This is an optimization exercise on Yosys and OpenROAD, whose aim is a short achievable clock period and few clock cycles, not a production implementation.
Only simulation tests tie the RTL to the original design; equivalence was not proved.
Power and IR drop assume default switching activity.

==> flow/design.v <==
module alu(rs1,rs2,alu_control,funct3,funct7,zero,alu_out);
input [31:0] rs1;
input [31:0] rs2;
input [3:0] alu_control;
input [2:0] funct3;
input [6:0] funct7;
output reg zero;             
output reg[31:0] alu_out;
always @(*)begin
	alu_out=0;
	zero=0;
	case(alu_control)
		4'b0000:begin 
			case(funct3)
				0:begin
					if(funct7==7'b0000000)begin 
						alu_out=rs1+rs2;
					end
					else begin 
						alu_out=rs1-rs2;
					end
				end
				1:begin
					alu_out=rs1<<rs2[4:0];
				end
				2:begin
					alu_out=($signed(rs1) < $signed(rs2))?1:0;
				end
				3:begin
					alu_out=(rs1<rs2)?1:0;
				end
				4:begin
					alu_out=rs1^rs2;
				end
				5:begin
					if(funct7==7'b0000000)begin
						alu_out=rs1>>rs2[4:0];
					end
					else begin
						alu_out=$signed(rs1)>>>rs2[4:0];
					end
				end
				6:begin
					alu_out=rs1|rs2;
				end
				default:begin
					alu_out=rs1&rs2;
				end
			endcase
		end
		4'b0001:begin 
			alu_out=rs1+rs2;
		end
		4'b0010:begin 
			case(funct3)
				0:begin
					alu_out=rs1+rs2;
				end
				1:begin
					alu_out=rs1<<rs2[4:0];
				end
				2:begin
					alu_out=($signed(rs1)<$signed(rs2))?1:0;
				end
				3:begin
					alu_out=(rs1<rs2)?1:0;
				end
				4:begin
					alu_out=rs1^rs2;
				end
				5:begin
					if(rs2[11:5]==7'b0000000)begin
						alu_out=rs1>>rs2[4:0];
					end
					else begin
						alu_out=$signed(rs1)>>>rs2[4:0];
					end
				end
				6:begin
					alu_out=rs1|rs2;
				end
				default:begin
					alu_out=rs1&rs2;
				end
			endcase
		end
		4'b0011:begin 
			alu_out=rs1+rs2;
		end
		4'b0100:begin 
			case(funct3)
				0:zero=(rs1==rs2);
				1:zero=(rs1!=rs2);
				4:zero=($signed(rs1)<$signed(rs2));
				5:zero=($signed(rs1)>=$signed(rs2));
				6:zero=(rs1<rs2);
				7:zero=(rs1>=rs2);
				default:zero=0;
			endcase
		end
		4'b0101:begin 
			alu_out=rs2;
		end
		4'b0110:begin 
			alu_out=rs1+rs2;
		end
		default:begin
			alu_out=0;
			zero=0;
		end
	endcase
end
endmodule
module decoder(instr_out,control_signal);
input [31:0] instr_out;
output reg [13:0] control_signal;
always @(*) begin
case (instr_out[6:0])
	7'b0110011:begin 
		control_signal=14'b0000_1100_00_0001;
		end
	7'b0000011:begin 
		control_signal=14'b0001_1110_00_1000;
		end
	7'b0010011:begin 
		control_signal=14'b0010_1100_00_1001;
		end
	7'b0100011:begin 
		control_signal=14'b0011_0101_00_1000;
		end
	7'b1100011:begin 
		control_signal=14'b0100_0100_11_0000;
		end
	7'b0110111:begin 
		control_signal=14'b0101_1111_00_1111;
		end
	7'b1100111:begin 
		control_signal=14'b0110_1011_10_1011;
		end
	7'b0010111:begin 
		control_signal=14'b0111_1100_00_0111;
		end
	7'b1101111:begin 
		control_signal=14'b1000_1000_01_0011;
		end
	default:
		control_signal=14'b0000_0000_00_0000;
endcase
end
endmodule
module immgen(instr,imm);
input [31:0] instr;
output reg [31:0]imm;
always@(*)begin
	case(instr[6:0])
		7'b0000011,7'b0010011,7'b1100111:begin           
			if(instr[31]==1)begin 
				imm={{20{1'b1}},instr[31:20]};
			end
			else begin
				imm={{20{1'b0}},instr[31:20]};
			end
		end
		7'b0100011:begin 
			if(instr[31]==1)begin
				imm = {{20{1'b1}} , instr[31:25] , instr[11:7]};
			end
			else begin
				imm = {{20{1'b0}} , instr[31:25] , instr[11:7]};
			end
		end
		7'b1100011:begin  
			if(instr[31]==1)begin
				imm = {{19{1'b1}} , instr[31] , instr[7] , instr[30:25] , instr[11:8],1'b0};
			end
			else begin
				imm = {{19{1'b0}} , instr[31] , instr[7] , instr[30:25] , instr[11:8],1'b0};
			end
		end
		7'b0010111,7'b0110111:begin 
			imm={instr[31:12],{12{1'b0}}};
		end
		7'b1101111:begin 
			if(instr[31]==1)begin
				imm = {{11{1'b1}} , instr[31] , instr[19:12] , instr[20] , instr[30:21] , 1'b0};
			end
			else begin
				imm = {{11{1'b0}} , instr[31] , instr[19:12] , instr[20] , instr[30:21] , 1'b0};
			end
		end
		default:begin
			imm=0;
		end
	endcase
end
endmodule
module regfile(clk,rs1_addr,rs2_addr,rd_addr,reg_wrt,rd_data,rs1_data,rs2_data);
input clk;
input [4:0] rs1_addr;
input [4:0] rs2_addr;
input [4:0] rd_addr;
input reg_wrt;
input [31:0] rd_data;
output reg[31:0] rs1_data;
output reg[31:0] rs2_data;
reg [31:0] r [1:31];
always@(posedge clk) begin
	rs1_data <= (rs1_addr == 5'd0) ? 32'd0 : r[rs1_addr];
	rs2_data <= (rs2_addr == 5'd0) ? 32'd0 : r[rs2_addr];
	if(reg_wrt && rd_addr != 5'd0)
		r[rd_addr] <= rd_data;
end
endmodule
module CPU(
    input             clk,
    input             rst,
    input      [31:0] data_out,
    input      [31:0] instr_out,
    output reg        instr_read,
    output reg        data_read,
    output reg [31:0] instr_addr,
    output reg [31:0] data_addr,
    output reg [3:0]  data_write,
    output reg [31:0] data_in
);
localparam S_IF  = 2'd0;
localparam S_ID  = 2'd1;
localparam S_EX  = 2'd2;
localparam S_MEM = 2'd3;
reg  [1:0]  state;
reg  [31:0] pc;
reg  [31:0] ir;
reg  [1:0]  ld_off;
wire [13:0] signal;
wire [31:0] rs1_data;
wire [31:0] rs2_data;
wire [31:0] imm;
wire [31:0] src2;
wire        zero;
wire [31:0] alu_out;
wire [31:0] pc_plus_imm;
wire [31:0] pc_plus4;
reg  [31:0] rd_data;
reg         reg_wrt;
reg  [31:0] next_pc;
reg  [31:0] ld_data;
wire [6:0] opcode = ir[6:0];
wire [2:0] funct3 = ir[14:12];
wire is_load   = (opcode == 7'b0000011);
wire is_store  = (opcode == 7'b0100011);
wire is_branch = (opcode == 7'b1100011);
wire is_jal    = (opcode == 7'b1101111);
wire is_jalr   = (opcode == 7'b1100111);
wire is_auipc  = (opcode == 7'b0010111);
decoder decoder(
.instr_out(ir),
.control_signal(signal)
);
regfile regfile(
.clk(clk),
.rs1_addr(instr_out[19:15]),
.rs2_addr(instr_out[24:20]),
.rd_addr(ir[11:7]),
.reg_wrt(reg_wrt),
.rd_data(rd_data),
.rs1_data(rs1_data),
.rs2_data(rs2_data)
);
immgen immgen(
.instr(ir),
.imm(imm)
);
assign pc_plus4    = pc + 32'd4;
assign pc_plus_imm = pc + imm;
assign src2 = signal[3] ? imm : rs2_data;
alu alu(
.rs1(rs1_data),
.rs2(src2),
.alu_control(signal[13:10]),
.funct3(funct3),
.funct7(ir[31:25]),
.zero(zero),
.alu_out(alu_out)
);
always @(*) begin
	case (funct3)
		3'b000: begin
			case (ld_off)
				2'd0: ld_data = {{24{data_out[7]}},  data_out[7:0]};
				2'd1: ld_data = {{24{data_out[15]}}, data_out[15:8]};
				2'd2: ld_data = {{24{data_out[23]}}, data_out[23:16]};
				default: ld_data = {{24{data_out[31]}}, data_out[31:24]};
			endcase
		end
		3'b001: ld_data = ld_off[1] ? {{16{data_out[31]}}, data_out[31:16]}
		                            : {{16{data_out[15]}}, data_out[15:0]};
		3'b100: begin
			case (ld_off)
				2'd0: ld_data = {24'd0, data_out[7:0]};
				2'd1: ld_data = {24'd0, data_out[15:8]};
				2'd2: ld_data = {24'd0, data_out[23:16]};
				default: ld_data = {24'd0, data_out[31:24]};
			endcase
		end
		3'b101: ld_data = ld_off[1] ? {16'd0, data_out[31:16]} : {16'd0, data_out[15:0]};
		default: ld_data = data_out;
	endcase
end
always @(*) begin
	if ((is_branch && zero) || is_jal)
		next_pc = pc_plus_imm;
	else if (is_jalr)
		next_pc = {alu_out[31:1], 1'b0};
	else
		next_pc = pc_plus4;
end
always @(*) begin
	reg_wrt = 1'b0;
	rd_data = alu_out;
	if (state == S_MEM) begin
		reg_wrt = 1'b1;
		rd_data = ld_data;
	end else if (state == S_EX && !is_load) begin
		reg_wrt = signal[9];
		if (is_jal || is_jalr)
			rd_data = pc_plus4;
		else if (is_auipc)
			rd_data = pc_plus_imm;
	end
end
always @(*) begin
	instr_read = (state == S_IF);
	instr_addr = pc;
	data_addr  = alu_out;
	data_read  = (state == S_EX) && is_load;
	data_write = 4'b0000;
	data_in    = rs2_data;
	if (state == S_EX && is_store) begin
		case (funct3)
			3'b000: begin
				data_write = 4'b0001 << alu_out[1:0];
				data_in    = {4{rs2_data[7:0]}};
			end
			3'b001: begin
				data_write = alu_out[1] ? 4'b1100 : 4'b0011;
				data_in    = {2{rs2_data[15:0]}};
			end
			default: data_write = 4'b1111;
		endcase
	end
end
always @(posedge clk) begin
	if (rst) begin
		state <= S_IF;
		pc    <= 32'd0;
	end else begin
		case (state)
			S_IF: state <= S_ID;
			S_ID: begin
				ir    <= instr_out;
				state <= S_EX;
			end
			S_EX: begin
				ld_off <= alu_out[1:0];
				if (is_load) begin
					state <= S_MEM;
				end else begin
					pc    <= next_pc;
					state <= S_IF;
				end
			end
			default: begin
				pc    <= pc_plus4;
				state <= S_IF;
			end
		endcase
	end
end
endmodule
==> flow/run.sh <==
#!/bin/bash
# synth_recipe.tcl (not shown) runs the flow's synth.tcl, then flattens the netlist and writes it again
# the make line also repeats each setting of config.mk as NAME=value (left out here)
make -C /OpenROAD-flow-scripts/flow DESIGN_CONFIG=/design/flow/config.mk WORK_HOME=/design/flow/orfs CLKGATE_MAP_FILE= SYNTH_SCRIPT=/design/flow/synth_recipe.tcl finish
==> flow/config.mk <==
export PLATFORM = sky130hd
export DESIGN_NAME = CPU
export DESIGN_NICKNAME = CPU
export VERILOG_FILES = /design/flow/design.v
export SDC_FILE = /design/flow/constraint.sdc
export NUM_CORES = 4
export LEC_CHECK = 0
export CAP_MARGIN = 20
export CORE_MARGIN = 2
export CORE_UTILIZATION = 45
export SLEW_MARGIN = 20
==> flow/constraint.sdc <==
create_clock -name core_clock -period 15.0 [get_ports {clk}]
set_input_delay 3.0000 -clock core_clock [delete_from_list [all_inputs] [get_ports {clk}]]
set_output_delay 3.0000 -clock core_clock [all_outputs]
set_load 0.01 [all_outputs]
==> run summary <==
- Run status: no timing/DRC/antenna violations
- Hpwl dp: roughly 220 mm
- Clock tree from TritonCTS: built
- Startpoint types: register
- Nets@finish: about 5.7k
- Cts repair resizes: 0
- Total I/O pin count: about 170
- Static leakage: 25.7 nW
- Smallest setup slack after layout: ~3000 ps
- Max Buffers Root-to-Sink: 3
- Remaining routing DRC violations: 0
- Post-synthesis instance area: 67500 µm²
- Sequential share of the synthesized area: between 40% and 50%
- Placer congestion estimate: approximately 1.1
- Storage element area: between 30000 and 40000 µm²
- Synthesized net count: roughly 5.6k
- Slew margin rel.: under 10%
- Remaining antenna violation count after routing: 0
- Via density per instance: roughly 7
- Number of H-tree levels: 3
- Routed len/inst: between 40 and 50 µm
- Cells on worst reg2reg path: 20
- PD cells: 118 nW/µm²
- Width of the die: ~400 µm
- Worst-path fanout max: 20
- Largest delay share family, worst path: simple AND/OR/NAND/NOR gates
- GRT Resource Usage Total: approximately two fifths
- Clock sink count: 1124
- Number of global-route vias before repair: 52.0k
- Number of buffers and inverters on the critical path: 3
- Actual slew at the worst max-slew pin: roughly 1300 ps
- Setup repair after global routing missed its margin: false
- Number of cells after detailed placement: 7391
- Place WS: around 4000 ps
- Starting Density: a little under half
- Number of DRC violations after detailed-routing iteration 0: between 7k and 8k
- Hold-fix buffer count after cts: 0
- CP cell instances: nand4b_2 -> o22ai_2 -> nand2b_1 -> and2_1 -> a21oi_1 -> a21oi_1 -> inv_1 -> ha_1 -> and3_1 -> and2_1 -> a221o_1 -> a31o_2 -> nor4_1 -> o31ai_1 -> nand3_1 -> a31oi_1 -> a41o_1 -> nor3_1 -> inv_1 -> clkdlybuf4s50_1
- Number of enable-type register cells in the synthesized netlist: roughly 1k
- Startpoint of the worst hold path: pc[26]
- Cell with the largest stage delay on the worst path: nor4_1
- Crit path largest cell delay: 900 ps
- Final Max Tran Viols: 0
- Die Area: about 150000 µm²
- Number of hold-slack violations in the final timing report: 0
- Number of vias after detailed routing: between 50k and 60k
- Layout fillers: roughly 13k
- Signed area change from the synthesized netlist to the final layout: 12.5%
- Multi-input gate area: around 33000 µm²
- Path class of the lowest-slack min-delay path: reg2reg
- TNS Setup: 0 ps
- Yosys Warn Count: 5
- Overflow left after global routing: 0
- Per-instance average area after synthesis: about 12 µm²
- Count of final setup violators: 0
- Max frequency: 83.1 MHz
- Quantity of I/O buffers inserted on ports: 167
- Clock insertion delay at the later pin of the skew report: between 800 and 900 ps
- Max-cap violations: 0
- Path type of the worst setup path: reg2out
- Period utilisation layout: approximately 80%
- Sum of routed wire length over all layers: between 300 and 400 mm
- Clock slew seen by the registers of the worst setup and hold paths: ~60 ps
- Pin count of the biggest net entering global routing: about 120
- Clock root buffer: clkbuf_16
- Number of distinct library cells after synthesis: 114
- FF-to-FF setup slack: ~5600 ps
- Number of instances in the synthesized netlist: ~5.4k
- Category of the worst setup path capture point: output pin
- Number of detailed-route iterations in the first pass: 6
- Data required time of the worst path: between 10000 and 15000 ps
- Worst endpoint data arrival time: 9030 ps
- Worst hold margin: just under 600 ps
- Core region area: ~150000 µm²
- FP Rows: 142
- Wire length of the first global-routing pass: ~430 mm
- Async SR Flop Fraction: 0%
- R2r endpoint: pc[19]
- Hold endpoint: pc[26]
- Number of synthesized register bits: 1124
- IR drop worst, VDD: 0.129 mV
- Min Tclk post-route: 12030 ps
- TritonCTS Buffers: around 120
- Initial antenna violation count: 24
- Depth of the worst hold-timing path: 2
- Ys flop type: edfxtp_1
- Worst clock skew: 103 ps
- Post-route non-filler standard cell count: approximately 7.6k
- Die Y: slightly below 400 µm
- Proportion of layout cells with a drive suffix above 1: between 20% and 30%
- Buffer count from post-CTS setup fixing: 0
- Startpoint of the lowest-slack register-to-register path: ir[5]
## sequential cells by signal (all words and copies together) (netlist names)
| register | count |
|---|---|
| ld_off | 2 |
| regfile.r | 992 |
| regfile.rs1_data | 32 |
| pc | 32 |
| state | 2 |
| regfile.rs2_data | 32 |
| ir | 32 |
## power by group
part	total, W	leakage (nW)	internal (W)	switching (W)
Combinational	0.00222	13.7	0.000684	0.00154
Sequential	0.00373	10.1	0.00361	0.000117
Clock	0.00297	1.89	0.00168	0.00130
## cells by family (layout without fill, tap and decap cells)
kind of cell / Yosys count / count (layout) / synth area share [%]
compound gates: 1478 / 1478 / 14.7
xor+xnor: 109 / 109 / 1.41
fa+ha+maj: 121 / 121 / 2.24
buf+inv: 589 / 735 / 3.53
flops: 1124 / 1124 / 48.6
mux: 736 / 736 / 20.6
other cells: 0 / 8 / 0
simple gates: 1291 / 1291 / 8.96
## metal layers
layer	GRT usage [%]	part of all wire, %
met5	0	0.040
met4	24.3	7.2
met3	8.89	11
met2	61.1	44
met1	55.0	39
## cell usage after synthesis (18+ instances only)
| master | instances | area share, % |
|---|---|---|
| a211oi_1 | 44 | 0.49 |
| a21o_1 | 58 | 0.65 |
| a21oi_1 | 389 | 2.9 |
| a221oi_1 | 89 | 1.2 |
| a22oi_1 | 19 | 0.21 |
| a311oi_1 | 18 | 0.23 |
| a31oi_1 | 44 | 0.41 |
| and2_1 | 33 | 0.31 |
| and3_1 | 30 | 0.28 |
| buf_1 | 87 | 0.48 |
| buf_2 | 48 | 0.36 |
| buf_4 | 18 | 0.20 |
| clkbuf_1 | 287 | 1.6 |
| dfxtp_1 | 98 | 2.9 |
| edfxtp_1 | 1026 | 46 |
| ha_1 | 116 | 2.2 |
| inv_1 | 137 | 0.76 |
| mux2_2 | 65 | 1.1 |
| mux2i_1 | 157 | 2.3 |
| mux4_2 | 514 | 17 |
| nand2_1 | 351 | 2.0 |
| nand2b_1 | 18 | 0.17 |
| nand3_1 | 209 | 1.6 |
| nand4_1 | 35 | 0.32 |
| nor2_1 | 347 | 1.9 |
| nor2b_1 | 30 | 0.28 |
| nor3_1 | 118 | 0.88 |
| nor4_1 | 28 | 0.26 |
| o211ai_1 | 83 | 0.92 |
| o21a_1 | 24 | 0.27 |
| o21ai_0 | 293 | 2.2 |
| o21ai_1 | 31 | 0.23 |
| o21bai_1 | 31 | 0.34 |
| o221ai_1 | 47 | 0.61 |
| o22ai_1 | 42 | 0.39 |
| o31ai_1 | 43 | 0.48 |
| or3_1 | 22 | 0.20 |
| xnor2_1 | 73 | 0.95 |
| xor2_1 | 36 | 0.47 |
## layout make-up
class                   count  share of cell area [%]
inverters                 145                   0.733
clock buffers             153                    4.11
multi-input cells        3735                    43.3
clock inverters            66                    1.05
flip-flops and latches   1124                    43.2
well taps                2016                    3.32
diodes                      8                  0.0264
repair buffers            371                    4.28
## metrics by stage
stage | total power [W] | instance area (µm²) | util (%)
after floorplan | 0.00494 | 67500 | -
after global placement | 0.00593 | 72000 | 48.2
final | 0.00892 | 75900 | 50.8
after detailed placement | 0.00592 | 72000 | 48.2
after CTS | 0.00887 | 75900 | 50.8
after global routing | 0.00914 | 75900 | 50.8
## cell usage in the layout (no fill, tap or decap), drive strengths merged, types with 92 or more instances in the layout
cell           netlist  layout
nor2               350     350
mux2i              157     157
mux4               514     514
nor3               119     119
inv                141     142
buf                157     214
a21oi              391     391
a221oi              92      92
ha                 116     116
edfxtp            1026    1026
clkdlybuf4s50        0     157
dfxtp               98      98
clkbuf             287     153
nand2              352     352
o21ai              326     326
nand3              211     211
## worst min-delay path, cell delays in order (launching register included)
cell	delay (ps)
dfxtp_1	380
nand2_1	90
o211ai_1	70
## how the worst max path moves through the flow
stage | start | to | slack (ps) | cells past startpoint
floorplan | ir[13] | data_addr[28] | 6640 | 22
global placement | ir[5] | data_addr[29] | 3350 | 20
detailed placement | ir[5] | data_addr[27] | 4090 | 20
CTS | ir[5] | data_addr[27] | 3310 | 20
global route | ir[5] | data_addr[27] | 2830 | 21
finish | ir[5] | data_addr[27] | 2970 | 20
Testbench counts, summed over its fixed seeds: cycles 50,174.

## port drivers added, routing unchanged
No port has a modelled driver above. Below, the same layout with a new extraction and two added sets of constraints.
Step 1 assumes that a clkbuf_16 drives the clock port and a buf_2 every other input.
Step 2 adds t to the input delays and takes it off the output delays; t is the mean of the earliest and latest rising clock arrival at the registers after step 1. Input paths then give back, and output paths get back, about the clock's delay inside the block.
Slacks: no drivers / after step 1 / after step 2; pairs: no drivers / after step 1.
t (ns): 0.843
slack for setup (ns): 2.968 / 2.883 / 3.726
worst data-port slew with drivers (ns): 0.07
After both steps this run still meets setup and hold. The setup slack of this run moves by -0.085 ns with the drivers and by +0.758 ns with both steps.
